Background: an optimization exercise with open tools, aiming at small area, a short achievable clock period and few clock cycles per item. Do not read the settings as production practice. Only simulation tests tie the RTL to the original design; equivalence was not proved.

==> design.v <==
module flex_counter
#(
	parameter NUM_CNT_BITS = 4
)
(
	input wire clk,
	input wire n_rst,
	input wire clear,
	input wire count_enable,
	input wire [(NUM_CNT_BITS-1):0] rollover_val,
	output logic [(NUM_CNT_BITS-1):0] count_out,
	output logic rollover_flag
);
	logic [(NUM_CNT_BITS-1):0] next_count;  
	logic next_rollover_flag;
	always_ff @ (posedge clk, negedge n_rst) begin
	if (n_rst == 1'b0) begin  
		rollover_flag <= 0;
		count_out <= 0;
	end
	else begin
		count_out <= next_count;
		rollover_flag <= next_rollover_flag;
	end
	end
	always_comb begin
	  next_count = count_out;
	  next_rollover_flag = 0;
	  if (clear == 1'b1) begin 
		next_count = 0;
	  end
	  else if ((rollover_val == count_out) && (count_enable == 1)) begin
		next_count = 1;
	  end
	  else if (count_enable == 1) begin 
		next_count = count_out + 1; 
	  end
	  if (rollover_val == next_count) begin 
		next_rollover_flag = 1'b1; 
	  end
	end
endmodule
module counter(
    input clk,
          n_rst,
          cnt_up,
          clear,
    output one_k_samples
);
flex_counter 
					#(
                        .NUM_CNT_BITS(10)
					)
					A1 (
                    .clk(clk), 
					.n_rst(n_rst), 
					.clear(clear), 
					.count_enable(cnt_up), 	
					.rollover_val(10'd1000),
					.count_out(),
					.rollover_flag(one_k_samples)
                    );
endmodule
module magnitude(
    input logic  [16:0] in,
    output logic [15:0] out
);
always_comb begin
    if (in[16] == 1'b1) begin  
        out = ~(in[15:0]) + 1;
    end
    else begin
        out = in[15:0];
    end
end
endmodule
module datapath (
    input  logic        clk,
    input  logic        n_reset,
    input  logic [2:0]  op,
    input  logic [3:0]  src1,
    input  logic [3:0]  src2,
    input  logic [3:0]  dest,
    input  logic [15:0] ext_data1,
    input  logic [15:0] ext_data2,
    output logic [16:0] outreg_data,
    output logic        overflow
);
    logic        w_en;
    logic [1:0]  w_data_sel;
    logic [1:0]  alu_op;
    logic [16:0] src1_data, src2_data, alu_result, dest_data;
    always_comb begin
        w_en = 1'b0;
        w_data_sel = 2'b10;
        alu_op = 2'b00;
        case (op)
            3'b001: begin w_en = 1'b1; w_data_sel = 2'b10; alu_op = 2'b00; end
            3'b010: begin w_en = 1'b1; w_data_sel = 2'b00; end
            3'b011: begin w_en = 1'b1; w_data_sel = 2'b01; end
            3'b100: begin w_en = 1'b1; w_data_sel = 2'b10; alu_op = 2'b01; end
            3'b101: begin w_en = 1'b1; w_data_sel = 2'b10; alu_op = 2'b10; end
            3'b110: begin w_en = 1'b1; w_data_sel = 2'b10; alu_op = 2'b11; end
            default: ;
        endcase
    end
    alu CORE (.src1_data(src1_data), .src2_data(src2_data), .alu_op(alu_op),
              .result(alu_result), .overflow(overflow));
    always_comb begin
        case (w_data_sel)
            2'b00:   dest_data = {1'b0, ext_data1};
            2'b01:   dest_data = {1'b0, ext_data2};
            default: dest_data = alu_result;
        endcase
    end
    register_file RF (.clk(clk), .n_reset(n_reset), .w_en(w_en),
                      .r1_sel(src1), .r2_sel(src2), .w_sel(dest),
                      .w_data(dest_data), .r1_data(src1_data),
                      .r2_data(src2_data), .outreg_data(outreg_data));
endmodule
module alu (
    input  logic [16:0] src1_data,
    input  logic [16:0] src2_data,
    input  logic [1:0]  alu_op,
    output logic [16:0] result,
    output logic        overflow
);
    logic [17:0] large_sum, large_dif;
    logic [31:0] full_mult;
    assign large_sum = {src1_data[16], src1_data} + {src2_data[16], src2_data};
    assign large_dif = {src1_data[16], src1_data} - {src2_data[16], src2_data};
    assign full_mult = src1_data[15:0] * src2_data[15:0];
    always_comb begin
        case (alu_op)
            2'b00: begin result = src1_data; overflow = 1'b0; end
            2'b01: begin result = large_sum[16:0]; overflow = large_sum[17] ^ large_sum[16]; end
            2'b10: begin result = large_dif[16:0]; overflow = large_dif[17] ^ large_dif[16]; end
            default: begin result = {1'b0, full_mult[30:15]}; overflow = full_mult[31]; end
        endcase
    end
endmodule
module register_file (
    input  logic        clk,
    input  logic        n_reset,
    input  logic        w_en,
    input  logic [3:0]  r1_sel,
    input  logic [3:0]  r2_sel,
    input  logic [3:0]  w_sel,
    input  logic [16:0] w_data,
    output logic [16:0] r1_data,
    output logic [16:0] r2_data,
    output logic [16:0] outreg_data
);
    logic [16:0] regs_matrix [15:0];
    always_ff @ (posedge clk, negedge n_reset) begin
        if (!n_reset) begin
            for (int i = 0; i < 16; i++) regs_matrix[i] <= 17'd0;
        end
        else if (w_en) begin
            regs_matrix[w_sel] <= w_data;
        end
    end
    assign r1_data = regs_matrix[r1_sel];
    assign r2_data = regs_matrix[r2_sel];
    assign outreg_data = regs_matrix[0];
endmodule
module controller (
    input clk,
          n_rst,
    input logic dr,
                lc,
                overflow,
    output logic cnt_up,
                 clear,
                 modwait,
    output reg [2:0] op,
    output reg [3:0] src1,
                     src2,
                     dest,
    output logic err,
                 processed
);
typedef enum bit[4:0] {idle, 
                    eidle, 
                    eidle2,
                    load1, 
                    load2, 
                    load3, 
                    load4, 
                    coeff1, 
                    coeff2, 
                    coeff3, 
                    coeff4, 
                    store, 
                    check, 
                    zero, 
                    sort1, 
                    sort2, 
                    sort3, 
                    sort4, 
                    mul1, 
                    mul2, 
                    mul3, 
                    mul4, 
                    sub1, 
                    sub2, 
                    add1, 
                    add2, 
                    done
}firState;
firState curstate, nexstate;
logic next_modwait, next_processed;
always_ff @ (posedge clk, negedge n_rst) begin
    if (!n_rst)begin
    curstate <= idle;
    modwait <= 0;
    processed <= 0;
    end
    else begin
    curstate <= nexstate;
    modwait <= next_modwait;
    processed <= next_processed;
    end
end
always_comb begin
    nexstate = idle;
    err = 0;
    clear = 0;
    cnt_up = 0;
    next_modwait = 0;
    next_processed = 0;
    op = 3'b000;
    src1 = 4'd0;
    src2 = 4'd0;
    dest = 4'd0;
    case (curstate) 
        idle:
            begin
                next_modwait = 0; 
                clear = 0;
                cnt_up = 0;
                op = 3'b000;
                err = 0;
                if (lc) begin
                    nexstate = load1;
                end
                else if (dr) begin
                    nexstate = store;
                    next_modwait = 1;
                end
                else begin
                    nexstate = idle;
                end
            end
        eidle:
                begin
                    err = 1;
                    next_modwait = 0;
                    nexstate = eidle2;
                end
        eidle2:
                begin
                    err = 1;
                    if (lc) begin
                        nexstate = load1;
                    end
                    else if (dr) begin
                        nexstate = store;
                    end
                    else begin
                        nexstate = eidle2; 
                    end
                end
        load1:  
                begin
                    next_modwait = 1;
                    clear = 1;
                    err = 0;
                    op = 3'b011;
                    dest = 4'd5;  
                    nexstate = coeff1;
                end
        coeff1:  
                begin
                    next_modwait = 0;
                    clear = 0;
                    op = 3'b000;
                    if (lc) begin
                        nexstate = load2;
                    end
                    else begin
                        nexstate = coeff1;
                    end
                end
        load2:
                begin
                    next_modwait = 1;
                    op = 3'b011;
                    dest = 4'd6;  
                    nexstate = coeff2;
                end
        coeff2:  
                begin
                    next_modwait = 0;
                    op = 3'b000;
                    if (lc) begin
                        nexstate = load3;
                    end
                    else begin
                        nexstate = coeff2;
                    end
                end
        load3:
                begin
                    next_modwait = 1;
                    op = 3'b011;
                    dest = 4'd7;  
                    nexstate = coeff3;
                end
        coeff3:  
                begin
                    next_modwait = 0;
                    op = 3'b000;
                    if (lc) begin
                        nexstate = load4;
                    end
                    else begin
                    nexstate = coeff3;
                    end
                end
        load4:
                begin
                  next_modwait = 1;
                  op = 3'b011;
                  dest = 4'd8;  
                  nexstate = coeff4;
                end
        coeff4:  
                begin
                    next_modwait = 0;
                    op = 3'b000;
                    nexstate = idle;
                end
        store:  
                begin
                    if (dr) begin
                    cnt_up = 1;
                    next_modwait = 1;
                    op = 3'b010;
                    dest = 4'd9;  
                    nexstate = zero;
                    end
                    else begin
                        nexstate = eidle;
                    end
                end
        zero:
                begin
                    cnt_up = 0;
                    next_modwait = 1;
                    src1 = 4'd0;
                    src2 = 4'd0;
                    dest = 4'd0;  
                    op = 3'b101;  
                    nexstate = sort1;
                end
        sort1:
                begin
                    next_modwait = 1;
                    src1 = 4'd2;
                    dest = 4'd1;  
                    op = 3'b001;  
                    nexstate = sort2;
                end
        sort2:
                begin
                    next_modwait = 1;
                    src1 = 4'd3;
                    dest = 4'd2;  
                    op = 3'b001;  
                    nexstate = sort3;
                end
        sort3:
                begin
                    next_modwait = 1;
                    src1 = 4'd4;
                    dest = 4'd3;  
                    op = 3'b001;  
                    nexstate = sort4;
                end
        sort4:
                begin
                    next_modwait = 1;
                    src1 = 4'd9;
                    dest = 4'd4;  
                    op = 3'b001;  
                    nexstate = mul1;
                end
        mul1:
                begin
                    next_modwait = 1;
                    src1 = 4'd4; 
                    src2 = 4'd5; 
                    dest = 4'd9;  
                    op = 3'b110;  
                    nexstate = sub1;
                end
        sub1:
                begin
                    next_modwait = 1;
                    src1 = 4'd0;
                    src2 = 4'd9;
                    dest = 4'd0;  
                    op = 3'b101;  
                    if (overflow) begin
                        nexstate = eidle;
                        next_processed = 1;
                    end
                    else begin
                        nexstate = mul2;
                    end
                end
        mul2: 
                begin
                    next_modwait = 1;
                    src1 = 4'd3; 
                    src2 = 4'd6; 
                    dest = 4'd9;  
                    op = 3'b110;  
                    nexstate = add1;
                end
        add1:
                begin
                    next_modwait = 1;
                    src1 = 4'd0;
                    src2 = 4'd9;
                    dest = 4'd0;  
                    op = 3'b100;  
                    if (overflow) begin
                        nexstate = eidle;
                        next_processed = 1;
                    end
                    else begin
                        nexstate = mul3;
                    end
                end
        mul3:
                begin
                    next_modwait = 1;
                    src1 = 4'd2; 
                    src2 = 4'd7; 
                    dest = 4'd9;  
                    op = 3'b110;  
                    nexstate = sub2;
                end
        sub2:
                begin
                    next_modwait = 1;
                    src1 = 4'd0;
                    src2 = 4'd9;
                    dest = 4'd0;  
                    op = 3'b101;  
                    if (overflow) begin
                        nexstate = eidle;
                        next_processed = 1;
                    end
                    else begin
                        nexstate = mul4;
                    end
                end
        mul4:
                begin
                    next_modwait = 1;
                    src1 = 4'd1; 
                    src2 = 4'd8; 
                    dest = 4'd9;  
                    op = 3'b110;  
                    nexstate = add2;
                end
        add2:
                begin
                    next_modwait = 1;
                    src1 = 4'd0;
                    src2 = 4'd9;
                    dest = 4'd0;  
                    op = 3'b100;  
                    if (overflow) begin
                        nexstate = eidle;
                        next_processed = 1;
                    end
                    else begin
                        nexstate = done;
                        next_processed = 1;
                    end
                end
        done:
                begin
                    op = 3'b000;
                    next_modwait = 0;
                    nexstate = idle;
                end
    endcase
end
endmodule
module fir_filter(
    input clk,
          n_reset,
    input logic [15:0] sample_data,
                        fir_coefficient,
    input logic load_coeff,
                data_ready,
    output logic one_k_samples,
                 processed,
                 modwait,
    output logic [15:0] fir_out,
    output logic err
);
    logic  cnt_up,
          clear,
          overflow;
    logic [2:0] op;
    logic [3:0] src1, src2, dest;
    logic [16:0] outreg_data;  
    logic done;
    assign processed = done;
    controller    B1(
                    .clk(clk),
                    .n_rst(n_reset),
                    .dr(data_ready),
                    .lc(load_coeff),
                    .overflow(overflow),
                    .cnt_up(cnt_up),
                    .clear(clear),
                    .modwait(modwait),
                    .op(op),
                    .src1(src1),
                    .src2(src2),
                    .dest(dest),
                    .err(err),
                    .processed(done)
                    );
    counter   C1(
                    .clk(clk),
                    .n_rst(n_reset),
                    .cnt_up(cnt_up),
                    .clear(clear),
                    .one_k_samples(one_k_samples)
                    );
    datapath    D1(
                    .clk(clk),
                    .n_reset(n_reset),
                    .op(op),
                    .src1(src1),
                    .src2(src2),
                    .dest(dest),
                    .ext_data1(sample_data),
                    .ext_data2(fir_coefficient),
                    .outreg_data(outreg_data),
                    .overflow(overflow)
                    );
    magnitude   E1(
                    .in(outreg_data),
                    .out(fir_out)
                    );
endmodule
module coefficient_loader(
    input clk,
          n_reset,
    input logic new_coefficient_set,
    input logic modwait,
    output logic load_coeff,
    output logic [1:0] coefficient_num,
    output logic clear_new_coefficient
);
typedef enum bit [2:0] {IDLE, 
                        F0,
                        F1,
                        F2,
			            F3} loadState;	
loadState state, nexstate;
always_ff @ (posedge clk, negedge n_reset) begin
    if(!n_reset) begin
        state <= IDLE;
    end
    else begin
        state <= nexstate;
    end
end
always_comb begin
     nexstate = state;  
     coefficient_num = 2'b00;  
     load_coeff = 0;  
     clear_new_coefficient = 0;  
    case (state)
        IDLE:
            begin
                clear_new_coefficient = 0;
                if(new_coefficient_set && !modwait) begin
                    nexstate = F0;
                end
                else begin
                    nexstate = IDLE;
                end
            end
        F0:
            begin
                coefficient_num = 2'b00;  
                if(!modwait) begin
                    load_coeff = 1;  
                end
                else if (load_coeff && !modwait) begin
                    load_coeff = 0;  
                end
                else begin
                    nexstate = F1;  
                end
            end
        F1:
            begin
                coefficient_num = 2'b01;  
                if(!modwait) begin
                    load_coeff = 1;  
                end
                else if (load_coeff) begin
                    load_coeff = 0;  
                end
                else begin
                     nexstate = F2;  
                end
            end
        F2:
            begin
                 coefficient_num = 2'b10;  
                if(!modwait) begin
                    load_coeff = 1;  
                end
                else if (load_coeff) begin
                    load_coeff = 0;  
                end
                else begin
                    nexstate = F3;  
                end
            end
        F3:
            begin
                  coefficient_num = 2'b11;  
                if(!modwait) begin
                    load_coeff = 1;  
                end
                else if (load_coeff) begin
                    load_coeff = 0;  
                end
                else begin
                    nexstate = IDLE;  
                    clear_new_coefficient = 1;  
                end
            end
    endcase 
end
endmodule
module ahb_lite_slave(
    input   clk,
            n_rst,
    output logic [15:0] sample_data,
    output logic data_ready,
                new_coefficient_set,
    input logic clear_new_coefficient,
                processed,
    input logic [1:0] coefficient_num,
    output logic [15:0] fir_coefficient,
    input logic modwait,
    input logic [15:0] fir_out,
    input logic err,
                hsel,
    input logic [3:0] haddr,
    input logic hsize,
    input logic [1:0] htrans,
    input logic hwrite,
    input logic [15:0] hwdata,
    output logic [15:0] hrdata,
    output logic hresp
);
logic [15:0] [7:0] register, nexregister; 
logic [15:0] nexhrdata, nexfir_coefficient;
logic next_data_ready;
logic write1, nexwrite1;
logic [3:0]storeadd, nexstoreadd;
always_ff @ (posedge clk, negedge n_rst) begin
if(!n_rst) begin
    hrdata <= 0;
    data_ready <= 0;
    write1 <= 0;
    storeadd <= 0;
    register[0] <= 0;
    register[1] <= 0;
    register[2] <= 0;
    register[3] <= 0;
    register[4] <= 0;
    register[5] <= 0;
    register[6] <= 0;
    register[7] <= 0;
    register[8] <= 0;
    register[9] <= 0;
    register[10] <= 0;
    register[11] <= 0;
    register[12] <= 0;
    register[13] <= 0;
    register[14] <= 0;
    register[15] <= 0;
end
else begin
    hrdata <= nexhrdata;
    data_ready <= next_data_ready;
    write1 <= nexwrite1;
    storeadd <= nexstoreadd;
    register[0] <= nexregister[0];
    register[1] <= nexregister[1];
    register[2] <= nexregister[2];
    register[3] <= nexregister[3];
    register[4] <= nexregister[4];
    register[5] <= nexregister[5];
    register[6] <= nexregister[6];
    register[7] <= nexregister[7];
    register[8] <= nexregister[8];
    register[9] <= nexregister[9];
    register[10] <= nexregister[10];
    register[11] <= nexregister[11];
    register[12] <= nexregister[12];
    register[13] <= nexregister[13];
    register[14] <= nexregister[14];
    register[15] <= nexregister[15];
end
end
always_comb begin
    hresp = 0;  
    nexhrdata = 0;  
    if(processed) begin
        next_data_ready = 0;
    end
    else begin
        next_data_ready = data_ready;  
    end
    nexwrite1 = write1;  
    nexstoreadd = storeadd;  
    nexregister[0][0] = {modwait | new_coefficient_set | data_ready | write1 | (hsel & hwrite & (htrans == 2'd2))};  
    nexregister[0][7:1] = {7'd0};  
    nexregister[1][0] = {err};  
    nexregister[1][7:1] = {7'd0};  
    nexregister[2] = fir_out[7:0];
    nexregister[3] = fir_out[15:8];
    nexregister[4] = register[4];
    nexregister[5] = register[5];
    nexregister[6] = register[6];
    nexregister[7] = register[7];
    nexregister[8] = register[8];
    nexregister[9] = register[9];
    nexregister[10] = register[10];
    nexregister[11] = register[11];
    nexregister[12] = register[12];
    nexregister[13] = register[13];
    if (clear_new_coefficient) begin
        nexregister[14] = 8'h0000;
    end
    else begin
        nexregister[14] = register[14];
    end
    nexregister[15] = register[15];
            if (write1) begin
                nexwrite1 = 0;  
                if({storeadd[3:1], 1'b0} == 4'd4) 
                begin
                    next_data_ready = 1'b1;
                end
                nexregister[{storeadd[3:1], 1'b0}] = hwdata[7:0];  
                nexregister[{storeadd[3:1], 1'b1}] = hwdata[15:8];  
            end
    if (hsel)  
    begin
        if(haddr < 0  ||  14 < haddr)
        begin
            hresp = 1;
        end
        else
        begin
            if(hwrite && (htrans == 2'd2)) 
            begin
                if(!hsize)  
                begin
                    if(!((haddr == 0)
                    | (haddr == 1)
                    | (haddr == 2)
                    | (haddr == 3))) 
                    begin
                        if(haddr[3:1] == 4'd6) 
                        begin
                            next_data_ready = 1'b1;
                        end
                        nexregister[haddr] = hwdata;  
                    end
                    else  
                    begin
                            hresp = 1;  
                    end  
                end
                else  
                begin
                    if(!((haddr == 0)
                    | (haddr == 1)
                    | (haddr == 2)
                    | (haddr == 3))) 
                    begin
                        nexwrite1 = 1;  
                        nexstoreadd = haddr;  
                    end
                    else  
                    begin
                            hresp = 1;  
                    end  
                end
            end
            else 
            begin
                if(!hsize)  
                begin
                        nexhrdata = register[haddr];  
                end
                else  
                begin
                       nexhrdata[7:0] = nexregister[{haddr[3:1], 1'b0}];  
                       nexhrdata[15:8] = nexregister[{haddr[3:1], 1'b1}];  
                end
            end
        end
    end
end
assign fir_coefficient = {register[7 + (coefficient_num * 2)], register[6 + (coefficient_num * 2)]};
assign new_coefficient_set = {register[14][0]};
assign  sample_data = {register[5], register[4]};
endmodule
module ahb_lite_fir_filter(
    input clk,
          n_rst,
    input logic hsel,
    input logic [3:0] haddr,
    input logic hsize,
    input logic [1:0] htrans,
    input logic hwrite,
    input logic [15:0] hwdata,
    output logic [15:0] hrdata,
    output logic hresp
);
logic [15:0] fir_out, sample_data, fir_coefficient;
logic [1:0] coefficient_num;
logic processed, err, modwait, data_ready, new_coefficient_set, load_coeff, clear_new_coefficient;
ahb_lite_slave AHB (.clk(clk), 
                    .n_rst(n_rst),
                    .fir_out(fir_out),
                    .modwait(modwait),
                    .err(err),
                    .sample_data(sample_data),
                    .data_ready(data_ready),
                    .fir_coefficient(fir_coefficient),
                    .new_coefficient_set(new_coefficient_set),
                    .coefficient_num(coefficient_num),
                    .clear_new_coefficient(clear_new_coefficient),
                    .hsel(hsel),
                    .htrans(htrans),
                    .haddr(haddr),
                    .hsize(hsize),
                    .hwrite(hwrite),
                    .hwdata(hwdata),
                    .hrdata(hrdata),
                    .hresp(hresp),
                    .processed(processed));
coefficient_loader CFL  (.clk(clk),
                        .n_reset(n_rst),
                        .new_coefficient_set(new_coefficient_set),
                        .modwait(modwait),
                        .load_coeff(load_coeff),
                        .coefficient_num(coefficient_num),
                        .clear_new_coefficient(clear_new_coefficient));
fir_filter FF      (.clk(clk),
                  .n_reset(n_rst),
                  .sample_data(sample_data),
                  .fir_coefficient(fir_coefficient),
                  .load_coeff(load_coeff),
                  .data_ready(data_ready),
                  .one_k_samples(),
                  .modwait(modwait),
                  .fir_out(fir_out),
                  .err(err),
                  .processed(processed)
);
endmodule
==> run.sh <==
#!/bin/bash
# synth_recipe.tcl (not shown) runs the flow's synth.tcl, then flattens the netlist and writes it again
# the make line also repeats each setting of config.mk as NAME=value (left out here)
make -C /OpenROAD-flow-scripts/flow DESIGN_CONFIG=/design/flow/config.mk WORK_HOME=/design/flow/orfs CLKGATE_MAP_FILE= SYNTH_SCRIPT=/design/flow/synth_recipe.tcl finish
==> config.mk <==
export PLATFORM = sky130hd
export DESIGN_NAME = ahb_lite_fir_filter
export DESIGN_NICKNAME = ahb_lite_fir_filter
export VERILOG_FILES = /design/flow/design.v
export SDC_FILE = /design/flow/constraint.sdc
export NUM_CORES = 4
export LEC_CHECK = 0
export CAP_MARGIN = 20
export CORE_MARGIN = 2
export CORE_UTILIZATION = 40
export SLEW_MARGIN = 20
==> constraint.sdc <==
create_clock -name core_clock -period 12.0 [get_ports {clk}]
set_input_delay 2.4000 -clock core_clock [delete_from_list [all_inputs] [get_ports {clk}]]
set_output_delay 2.4000 -clock core_clock [all_outputs]
set_load 0.01 [all_outputs]
==> key figures <==
Global routing
  • Grt total ovfl: 0
  • Initial antenna violation count: 1
  • First-pass GRT wire length: 153000 µm
  • Vias in the first global route: 24.0k
  • Largest net degree at the start of global routing: 163
  • Tot GR Track Use: 0.271

Logic synthesis
  • Number of synthesized register bits: 329
  • Gate Count Post-Synth: 3178
  • Number of synthesized flops with an enable pin: 0
  • Post-Synthesis Cell Area: 28500 µm²
  • Post-synthesis async set-or-reset flop share: 1.00
  • Mapped Nets: 3536
  • Synth Flop Type: dfrtp_1
  • Cell variety after synth: 99
  • Synth Area per Inst: 8.95 µm²
  • Synth warnings: 9
  • Post-synthesis sequential area ratio: 0.289

Timing
  • Worst-Margin Slew: 1180 ps
  • Final Cycle Share: 0.832
  • Fin worst setup slack: 2020 ps
  • Fin. max-slew vios: 0
  • Clock Skew: 23.4 ps
  • Worst slew margin: 0.194
  • Final min period: 9980 ps
  • Setup TNS: 0 ps
  • Hold Slack: 478 ps
  • Final Hold Vio Count: 0
  • Final setup vio count: 0
  • RSZ-0062 raised after global routing: false
  • Fmax: 0.100 GHz

Critical path
  • Required @ worst endpoint: 12450 ps
  • Crit path top cell by count: fa_1
  • Critical Path Max Stage Delay: 720 ps
  • Critical Path Fanout Max: 30
  • Critical Setup Path Class: reg2reg
  • Worst path arrival time: 10430 ps
  • Critical path launch point type: flip-flop
  • WP buf/inv: 6
  • Kind of cell adding the most delay to the critical path: adder cells
  • CP max-delay cell: dfrtp_1
  • Setup crit end kind: flip-flop

CTS
  • Clock latency on the worst-skew pair: 570 ps
  • CTS tree: done
  • H-tree depth: 2
  • CTS Sinks: 329
  • CTS resizes: 0
  • Hold_buf cts: 0
  • Inserted Clock Buffers: 38
  • Clock Tree Buf Depth: 3
  • CTS root buffer: clkbuf_16
  • Setup Buffers After CTS: 0
  • Clk slew on worst S/H paths: 60 ps

Die
  • Core ar.: 70300 µm²
  • Die Wd: 271 µm
  • Die Height: 271 µm
  • # rows: 97
  • Io pins: 44
  • Initial core utilization: 0.405
  • DIE AREA: 73300 µm²

Finish
  • Post-layout nets: 3483
  • Layout cells sized above 1: 0.111
  • Area delta synth->final: 9.06%
  • Final instance area: 31000 µm²
  • Fill cells: 6823

Placement
  • DP HPWL: 72300 µm
  • Final weighted congestion in routability-driven placement: 0.973
  • Area of placed instances: 29800 µm²
  • Dpl ws: 2290 ps
  • Port buffer count: 43

Status
  • Status: timing/DRC/antenna clean

Drt
  • Vias: 24.5k
  • TritonRoute pass-1 iters: 8
  • Initial DRC count: 3155
  • Detailed-route wire length: 99000 µm
  • Post-detailed-route count of antenna-violating nets: 0
  • Drt drc: 0
  • Routed len/inst: 24.2 µm
  • Vias per std cell: 5.99

Run
  • Max-cap violations: 0

Hold path
  • Type of the tightest min-delay check: reg2reg
[registers in the layout, summed over array words and instances, names as in the netlist]
register and cells:
FF.B1.modwait 1, AHB.storeadd 3, FF.B1.curstate 5, AHB.register 128, CFL.state 3, AHB.hrdata 16, FF.B1.processed 1, AHB.data_ready 1
FF.D1.RF.regs_matrix 170, AHB.write1 1
[metrics by stage]
stage / utilization / std cells
finish: 0.442 / 4094
floorplan: - / 3178
global route: 0.442 / 4093
detailed placement: 0.425 / 4025
CTS: 0.442 / 4093
global placement: 0.425 / 4025
[final cells by class]
cell class | count | area [µm²] | share of cell area
Antenna cell | 1 | 2.50 | 0.0000806
Clock buffer | 54 | 1070 | 0.0346
Clock inverter | 14 | 114 | 0.00367
Inverter | 290 | 1090 | 0.0351
Multi-Input combinational cell | 2356 | 18400 | 0.593
Sequential cell | 329 | 8230 | 0.265
Tap cell | 940 | 1180 | 0.0379
Timing Repair Buffer | 110 | 937 | 0.0302
[synth_stat cells (all sizes together) (48+ instances only)]
| cell | number | area, µm² |
|---|---|---|
| a21oi | 155 | 791 |
| clkbuf | 158 | 594 |
| dfrtp | 329 | 8230 |
| fa | 195 | 3900 |
| ha | 136 | 1700 |
| inv | 279 | 1050 |
| mux2 | 116 | 1310 |
| mux2i | 69 | 694 |
| mux4 | 51 | 1150 |
| nand2 | 470 | 1760 |
| nor2 | 343 | 1290 |
| nor2b | 48 | 300 |
| o21ai | 163 | 823 |
[cells by family after synthesis]
logic type                 Yosys count  synth area share
buffers and inverters              493            0.0665
adders and majority gates          331             0.197
AOI/OAI and AO/OA                  682             0.161
DFF                                329             0.289
muxes                              236             0.111
xor gates and xnor gates            27           0.00831
and+or+nand+nor                   1080             0.168
[cell usage in the layout (no fill, tap or decap), types with 38 or more instances in the layout]
cell type          n
ha_1             136
buf_4             66
o21ai_0          158
clkdlybuf4s50_1   38
nor2b_1           48
a21oi_1          153
fa_1             195
mux4_2            51
nand2_1          470
a21o_1            38
inv_1            277
dfrtp_1          329
mux2_2           115
nor2_1           340
mux2i_1           68
clkbuf_16         39
[metal layers]
metal  routed length, µm  GRT usage  part of all wire  vias up
met5                   0          0                 0        -
met4                3000     0.0852             0.030        0
met3                9550     0.0494             0.096      168
met2               42500      0.401              0.43     1277
met1               43900      0.401              0.44    12200
li1                    -          -                 -    10800
[path summary, 6_finish.rpt]
path | start | endpoint | slack, ps | depth (start not counted)
worst min-delay path | FF.D1.RF.regs_matrix[1][11] | FF.D1.RF.regs_matrix[1][11] | 480 | 2
min in group asynchronous | n_rst | FF.D1.RF.regs_matrix[6][14] | 1880 | 1
max in group asynchronous | n_rst | FF.B1.curstate[1] | 8620 | 2
worst min register to register | FF.D1.RF.regs_matrix[1][11] | FF.D1.RF.regs_matrix[1][11] | 480 | 2
worst max-delay path | FF.B1.curstate[1] | FF.D1.RF.regs_matrix[2][2] | 2020 | 27
worst max register to register | FF.B1.curstate[1] | FF.D1.RF.regs_matrix[2][2] | 2020 | 27
[worst min-delay path, cell delays in order, from the launching register on]
cell and delay, ps:
dfrtp_1 340, nand2_1 50, o21ai_0 60
Testbench counts, summed over its fixed seeds: cycles 10,248, samples 512.

==> what the ideal ports hide <==
The results above use ideal ports. As a check the final layout listed here was re-extracted and re-timed, cells and wires unchanged.
Step 1, drivers: a clkbuf_16 drives clk and a buf_2 each remaining input, both assumed.
Step 2 adds t to the input delays and takes it off the output delays; t is the mean of the earliest and latest rising clock arrival at the registers after step 1. Input paths then give back, and output paths get back, about the clock's delay inside the block.
Slacks: ideal ports / drivers / drivers and shift; pairs: ideal ports / drivers.
shift t [ns]: 0.623
slack for setup (ns): 2.016 / 2.016 / 2.016
worst data-port slew with drivers (ns): 0.07
After both steps setup and hold are still met in this run. For this run, drivers alone change the setup slack by 0.000 ns; drivers and shift together by 0.000 ns.
